Background: an optimization exercise with open tools, aiming at small area and a short achievable clock period. Do not read the settings as production practice. Function was checked by simulation only, so behaviour that the tests miss may differ from the original. Power figures rest on the tool's default switching activity, not on a simulated workload.

## fp_adder
module fp_adder (clk, rst, A, B, res);
  input clk;
  input rst;
  input [31:0] A;
  input [31:0] B;
  output reg [31:0] res;
  wire [7:0] eA = A[30:23];
  wire [7:0] eB = B[30:23];
  wire [7:0] ep = eA ^ ~eB;
  wire [7:0] eg [0:3];
  wire [7:0] et [0:3];
  assign eg[0] = eA & ~eB;
  assign et[0] = ep;
  genvar l, i;
  generate
    for (l = 0; l < 3; l = l + 1) begin : elev
      for (i = 0; i < 8; i = i + 1) begin : ebit
        if ((i >> l) & 1) begin : cmb
          localparam integer J = ((i >> l) << l) - 1;
          assign eg[l+1][i] = eg[l][i] | (et[l][i] & eg[l][J]);
          assign et[l+1][i] = et[l][i] & et[l][J];
        end else begin : pas
          assign eg[l+1][i] = eg[l][i];
          assign et[l+1][i] = et[l][i];
        end
      end
    end
  endgenerate
  wire       gt   = eg[3][7];
  wire [7:0] d_ab = ep ^ {eg[3][6:0] | et[3][6:0], 1'b1};
  wire [7:0] d_ba = ~(ep ^ {eg[3][6:0], 1'b0});
  wire [7:0] d    = gt ? d_ab : d_ba;
  reg  [22:0] x1;      
  reg  [22:0] m1;      
  reg  [7:0]  d1;      
  reg  [7:0]  e1;      
  reg         s1;      
  reg         sub1;    
  always @(posedge clk) begin
    x1   <= A[22:0] ^ B[22:0];
    m1   <= gt ? B[22:0] : A[22:0];
    d1   <= d;
    e1   <= gt ? eA : eB;
    s1   <= gt ? A[31] : B[31];
    sub1 <= A[31] ^ B[31];
  end
  wire [22:0] l1   = m1 ^ x1;
  wire        big1 = |d1[7:5];
  wire [22:0] sh   = big1 ? 23'd0 : (m1 >> d1[4:0]);
  wire        d0   = (d1 == 8'd0);
  wire        lnz  = |l1;
  wire        mnz  = |m1;
  wire        e255 = &e1;
  wire        nan  = e255 & (lnz | (d0 & mnz));
  wire        z    = (e1 == 8'd0) & ~lnz;
  reg  [22:0] l2;
  reg  [22:0] m2;
  reg  [7:0]  e2;
  reg         s2;
  reg         sub2;
  always @(posedge clk) begin
    l2   <= e255 ? 23'd0 : l1;
    m2   <= e255 ? {22'd0, nan | (d0 & sub1)} : sh;
    e2   <= e1;
    s2   <= nan ? 1'b0 : s1 ^ (d0 & sub1 & (e255 | (z & mnz)));
    sub2 <= sub1 & ~e255 & ~z;
  end
  wire [22:0] sum;
  wire        cout;
  pfx_add #(23) add (.a(l2), .b(m2 ^ {23{sub2}}), .cin(sub2), .s(sum), .cout(cout));
  reg  [23:0] S3;
  reg  [7:0]  e3;
  reg         s3;
  always @(posedge clk) begin
  ...
Size in the first run: ~1200 cells after synthesis, ~190 flip-flops, roughly 98 I/O pins, ~8400 um2 of cells after synthesis.
Settings: LEC_CHECK=0, ABC_AREA=1, CAP_MARGIN=20, CORE_MARGIN=2, CORE_UTILIZATION=55, CTS_BUF_LIST=sky130_fd_sc_hd__clkbuf_8, CTS_CLUSTER_DIAMETER=150, CTS_CLUSTER_SIZE=60, SETUP_SLACK_MARGIN=3.0, SLEW_MARGIN=20; clock period 5.0 ns.
standard.sh (not shown) runs the stock make flow with config.mk's settings and CLKGATE_MAP_FILE= SYNTH_SCRIPT=/design/flow/synth_recipe.tcl, a recipe that flattens the netlist after the stock synthesis.
==> flow/flow/run.sh <==
#!/bin/bash
# Standard layout with two changes: adders are left to ABC instead of the
# full/half adder cells, and the port buffers are buf_2 instead of delay cells.
export ADDER_MAP_FILE=
export BUFFER_PORTS_ARGS="-buffer_cell sky130_fd_sc_hd__buf_2"
bash standard.sh > standard.log 2>&1
The starting point produced a clean layout.
Rerun with:
==> flow/flow/run.sh (replaced) <==
#!/bin/bash
# Standard layout with three changes: adders are left to ABC instead of the
# full/half adder cells, the port buffers are buf_2 instead of delay cells,
# and non-critical gates are downsized after global routing.
export ADDER_MAP_FILE=
export BUFFER_PORTS_ARGS="-buffer_cell sky130_fd_sc_hd__buf_2"
export RECOVER_POWER=100
bash standard.sh > standard.log 2>&1
CTS_CLUSTER_DIAMETER = unset   (was 150)
CTS_CLUSTER_SIZE = 40   (was 60)
=>
- The new run finished clean
- wire length increases by 0.70%
- register-to-register slack is worse by 1.1 ns
- core utilization is lower by 1.3 points
- count of clock-buffer cells in the layout is unchanged
- sequential power is about the same
- maximum frequency shrinks by 38%
- combinational power shrinks by about 4%
- cell area came out lower by 2.0%
- die area is unchanged

* * *

The RTL this note starts from:
==> flow/design.v <==
module pfx_add #(parameter N = 23) (a, b, cin, s, cout);
  input  [N-1:0] a;
  input  [N-1:0] b;
  input          cin;
  output [N-1:0] s;
  output         cout;
  localparam L = (N > 16) ? 5 : (N > 8) ? 4 : (N > 4) ? 3 : (N > 2) ? 2 : 1;
  wire [N-1:0] p = a ^ b;
  wire [N-1:0] g [0:L];
  wire [N-1:0] t [0:L];
  assign g[0] = (a & b) | {{(N-1){1'b0}}, p[0] & cin};
  assign t[0] = p;
  genvar l, i;
  generate
    for (l = 0; l < L; l = l + 1) begin : lev
      for (i = 0; i < N; i = i + 1) begin : bt
        if ((i >> l) & 1) begin : cmb
          localparam integer J = ((i >> l) << l) - 1;
          assign g[l+1][i] = g[l][i] | (t[l][i] & g[l][J]);
          assign t[l+1][i] = t[l][i] & t[l][J];
        end else begin : pas
          assign g[l+1][i] = g[l][i];
          assign t[l+1][i] = t[l][i];
        end
      end
    end
  endgenerate
  assign s    = p ^ {g[L][N-2:0], cin};
  assign cout = g[L][N-1];
endmodule
module fp_adder (clk, rst, A, B, res);
  input clk;
  input rst;
  input [31:0] A;
  input [31:0] B;
  output reg [31:0] res;
  wire [7:0] eA = A[30:23];
  wire [7:0] eB = B[30:23];
  wire [7:0] ep = eA ^ ~eB;
  wire [7:0] eg [0:3];
  wire [7:0] et [0:3];
  assign eg[0] = eA & ~eB;
  assign et[0] = ep;
  genvar l, i;
  generate
    for (l = 0; l < 3; l = l + 1) begin : elev
      for (i = 0; i < 8; i = i + 1) begin : ebit
        if ((i >> l) & 1) begin : cmb
          localparam integer J = ((i >> l) << l) - 1;
          assign eg[l+1][i] = eg[l][i] | (et[l][i] & eg[l][J]);
          assign et[l+1][i] = et[l][i] & et[l][J];
        end else begin : pas
          assign eg[l+1][i] = eg[l][i];
          assign et[l+1][i] = et[l][i];
        end
      end
    end
  endgenerate
  wire       gt   = eg[3][7];
  wire [7:0] d_ab = ep ^ {eg[3][6:0] | et[3][6:0], 1'b1};
  wire [7:0] d_ba = ~(ep ^ {eg[3][6:0], 1'b0});
  wire [7:0] d    = gt ? d_ab : d_ba;
  reg  [22:0] x1;      
  reg  [22:0] m1;      
  reg  [7:0]  d1;      
  reg  [7:0]  e1;      
  reg         s1;      
  reg         sub1;    
  always @(posedge clk) begin
    x1   <= A[22:0] ^ B[22:0];
    m1   <= gt ? B[22:0] : A[22:0];
    d1   <= d;
    e1   <= gt ? eA : eB;
    s1   <= gt ? A[31] : B[31];
    sub1 <= A[31] ^ B[31];
  end
  wire [22:0] l1   = m1 ^ x1;
  wire        big1 = |d1[7:5];
  wire [22:0] sh   = big1 ? 23'd0 : (m1 >> d1[4:0]);
  wire        d0   = (d1 == 8'd0);
  wire        lnz  = |l1;
  wire        mnz  = |m1;
  wire        e255 = &e1;
  wire        nan  = e255 & (lnz | (d0 & mnz));
  wire        z    = (e1 == 8'd0) & ~lnz;
  reg  [22:0] l2;
  reg  [22:0] m2;
  reg  [7:0]  e2;
  reg         s2;
  reg         sub2;
  always @(posedge clk) begin
    l2   <= e255 ? 23'd0 : l1;
    m2   <= e255 ? {22'd0, nan | (d0 & sub1)} : sh;
    e2   <= e1;
    s2   <= nan ? 1'b0 : s1 ^ (d0 & sub1 & (e255 | (z & mnz)));
    sub2 <= sub1 & ~e255 & ~z;
  end
  wire [22:0] sum;
  wire        cout;
  pfx_add #(23) add (.a(l2), .b(m2 ^ {23{sub2}}), .cin(sub2), .s(sum), .cout(cout));
  reg  [23:0] S3;
  reg  [7:0]  e3;
  reg         s3;
  always @(posedge clk) begin
    S3 <= {cout ^ sub2, sum};
    e3 <= e2;
    s3 <= s2;
  end
  wire [7:0]  einc;
  genvar k;
  generate
    for (k = 0; k < 8; k = k + 1) begin : inc
      if (k == 0) begin : b0
        assign einc[0] = ~e3[0];
      end else begin : bk
        assign einc[k] = e3[k] ^ (&e3[k-1:0]);
      end
    end
  endgenerate
  wire [7:0]  eo  = S3[23] ? einc : e3;
  wire [22:0] fo  = S3[23] ? S3[23:1] : S3[22:0];
  wire        clr = S3[23] ? (e3 == 8'd127) : (e3 == 8'd128);
  always @(posedge clk) begin
    if (!rst)
      res <= 32'd0;
    else
      res <= {s3, eo, clr ? 23'd0 : fo};
  end
endmodule
Settings: LEC_CHECK=0, ABC_AREA=1, CAP_MARGIN=20, CORE_MARGIN=2, CORE_UTILIZATION=55, CTS_BUF_LIST=sky130_fd_sc_hd__clkbuf_4 sky130_fd_sc_hd__clkbuf_8, CTS_CLUSTER_SIZE=40, SETUP_SLACK_MARGIN=3.0, SLEW_MARGIN=20; clock period 5.0 ns.
==> flow/flow/run.sh <==
#!/bin/bash
# Standard layout with two changes: adders are left to ABC instead of the
# full/half adder cells, and the port buffers are buf_2 instead of delay cells.
export ADDER_MAP_FILE=
export BUFFER_PORTS_ARGS="-buffer_cell sky130_fd_sc_hd__buf_2"
bash standard.sh > standard.log 2>&1
==> next run, changes <==
- CORE_UTILIZATION: 55 -> 62
- CTS_BUF_LIST: sky130_fd_sc_hd__clkbuf_4 sky130_fd_sc_hd__clkbuf_8 -> sky130_fd_sc_hd__clkbuf_8
Result:
- power grows by 1.5%
- routed wire length rises by 4.7%
- cell count grows by 0.47%
- area after synthesis is unchanged
- worst setup slack got worse by 0.051 ns
- via count rose by 1.9%
- hold slack is worse by 0.0042 ns
- clock skew decreases by 0.0042 ns

* * *

RTL: the design.v shown in full above, as it stands there.
export LEC_CHECK = 0
export ABC_AREA = 1
export CAP_MARGIN = 20
export CORE_MARGIN = 2
export CORE_UTILIZATION = 55
export CTS_BUF_LIST = sky130_fd_sc_hd__clkbuf_8
export CTS_CLUSTER_SIZE = 40
export SETUP_SLACK_MARGIN = 3.0
export SLEW_MARGIN = 20
create_clock -name core_clock -period 5.0 [get_ports {clk}]
==> flow/flow/run.sh <==
#!/bin/bash
# Standard layout with three changes:
#  - adders are left to ABC instead of the full/half adder cells;
#  - ABC maps for least area under a 1400 ps delay target (map -D 1400) instead of
#    its own shortest delay, leaving the critical paths to timing repair;
#  - the port buffers are buf_2 instead of delay cells.
set -e
rm -rf scripts && cp -r "$FLOW_HOME/scripts" scripts
printf '%s\n' strash dch "map -D 1400" topo "stime -c" "buffer -c" "upsize -c" "dnsize -c" > scripts/abc_area.script
export ADDER_MAP_FILE=
export BUFFER_PORTS_ARGS="-buffer_cell sky130_fd_sc_hd__buf_2"
bash standard.sh SCRIPTS_DIR="$PWD/scripts" finish > standard.log 2>&1
The starting point finished clean.
Edit:
==> flow/flow/run.sh (replaced) <==
#!/bin/bash
# Standard layout with two changes: adders are left to ABC instead of the
# full/half adder cells, and the port buffers are buf_2 instead of delay cells.
export ADDER_MAP_FILE=
export BUFFER_PORTS_ARGS="-buffer_cell sky130_fd_sc_hd__buf_2"
bash standard.sh > standard.log 2>&1
- CTS_CLUSTER_SIZE: 40 -> 60
Effect:
- sequential share of layout area rises by 2.7 points
- clock-buffer cell count falls by 2
- power falls by 9.8%
- final area falls by 7.0%
- wire length falls by 7.0%
Edit:
- CTS_CLUSTER_SIZE: 60 -> 40
- SETUP_SLACK_MARGIN: 3.0 -> 2.95
After rerunning: The changed run went through all stages and came out clean; count of clock-buffer cells in the layout is unchanged; power grows by 0.37%; sequential share of layout area shrinks by 0.14 points.
Edit:
==> flow/flow/run.sh (replaced) <==
#!/bin/bash
# Standard layout with three changes:
#  - adders are left to ABC instead of the full/half adder cells;
#  - ABC runs its choice computation and mapping twice (dch; map) in the
#    area script;
#  - the port buffers are buf_2 instead of delay cells.
set -e
rm -rf scripts && cp -r "$FLOW_HOME/scripts" scripts
printf '%s\n' strash dch "map -B 0.9" strash dch "map -B 0.9" topo "stime -c" "buffer -c" "upsize -c" "dnsize -c" > scripts/abc_area.script
export ADDER_MAP_FILE=
export BUFFER_PORTS_ARGS="-buffer_cell sky130_fd_sc_hd__buf_2"
bash standard.sh SCRIPTS_DIR="$PWD/scripts" finish > standard.log 2>&1
- SETUP_SLACK_MARGIN: 2.95 -> 3.0
The new run finished clean; design area goes up by 4.9%; first-iteration DRC count goes down by about 14%; combinational power goes up by about 16%; register-to-register slack barely changes; utilization goes up by 3.2 points; count of clock-buffer cells in the layout goes up by 2; worst setup slack gets worse by 0.0048 ns; non-clock buffer count goes up by 22; routed wire length goes up by 8.6%.

afterwards: timing with drivers on the ports:
No port has a modelled driver above. Below, the same layouts with a new extraction and two added sets of constraints. Step 1 (the two cells are an assumption about what drives the block):
set clk [get_ports {clk}]
set_driving_cell -lib_cell sky130_fd_sc_hd__clkbuf_16 $clk
set_driving_cell -lib_cell sky130_fd_sc_hd__buf_2 [delete_from_list [all_inputs] $clk]
Step 2, shift: input delay + t, output delay - t, t = (earliest + latest rising clock arrival at the registers) / 2. This alone moves slack from input paths to output paths. a / b / c = no drivers / after step 1 / after step 2; a / b = the first two.
run | t, ns | setup slack, ns | clock arrival spread, ns | slew at the worst register clock pin (ns) | pins driven straight from the clock port
the first run of note 1 | 0.505 | 3.056 / 3.053 / 2.572 | 0.014 / 0.014 | 0.11 / 0.11 | 1
the second run of note 1 | 0.508 | 1.842 / 1.862 / 1.353 | 0.015 / 0.015 | 0.11 / 0.11 | 1
the first run of note 2 | 0.505 | 3.056 / 3.053 / 2.572 | 0.014 / 0.014 | 0.11 / 0.11 | 1
the second run of note 2 | 0.496 | 3.006 / 3.023 / 2.526 | 0.013 / 0.013 | 0.10 / 0.10 | 1
the first run of note 3 | 0.508 | 2.790 / 2.790 / 2.307 | 0.014 / 0.014 | 0.10 / 0.10 | 1
the second run of note 3 | 0.505 | 3.056 / 3.053 / 2.572 | 0.014 / 0.014 | 0.11 / 0.11 | 1
the third run of note 3 | 0.500 | 2.990 / 3.007 / 2.507 | 0.014 / 0.015 | 0.10 / 0.10 | 1
the fourth run of note 3 | 0.499 | 2.985 / 2.996 / 2.497 | 0.015 / 0.015 | 0.10 / 0.10 | 1
After both steps setup and hold are still met in every run listed. The setup slack of the second run of note 1, which loses most, moves by +0.020 ns with the drivers and by -0.489 ns with both steps.
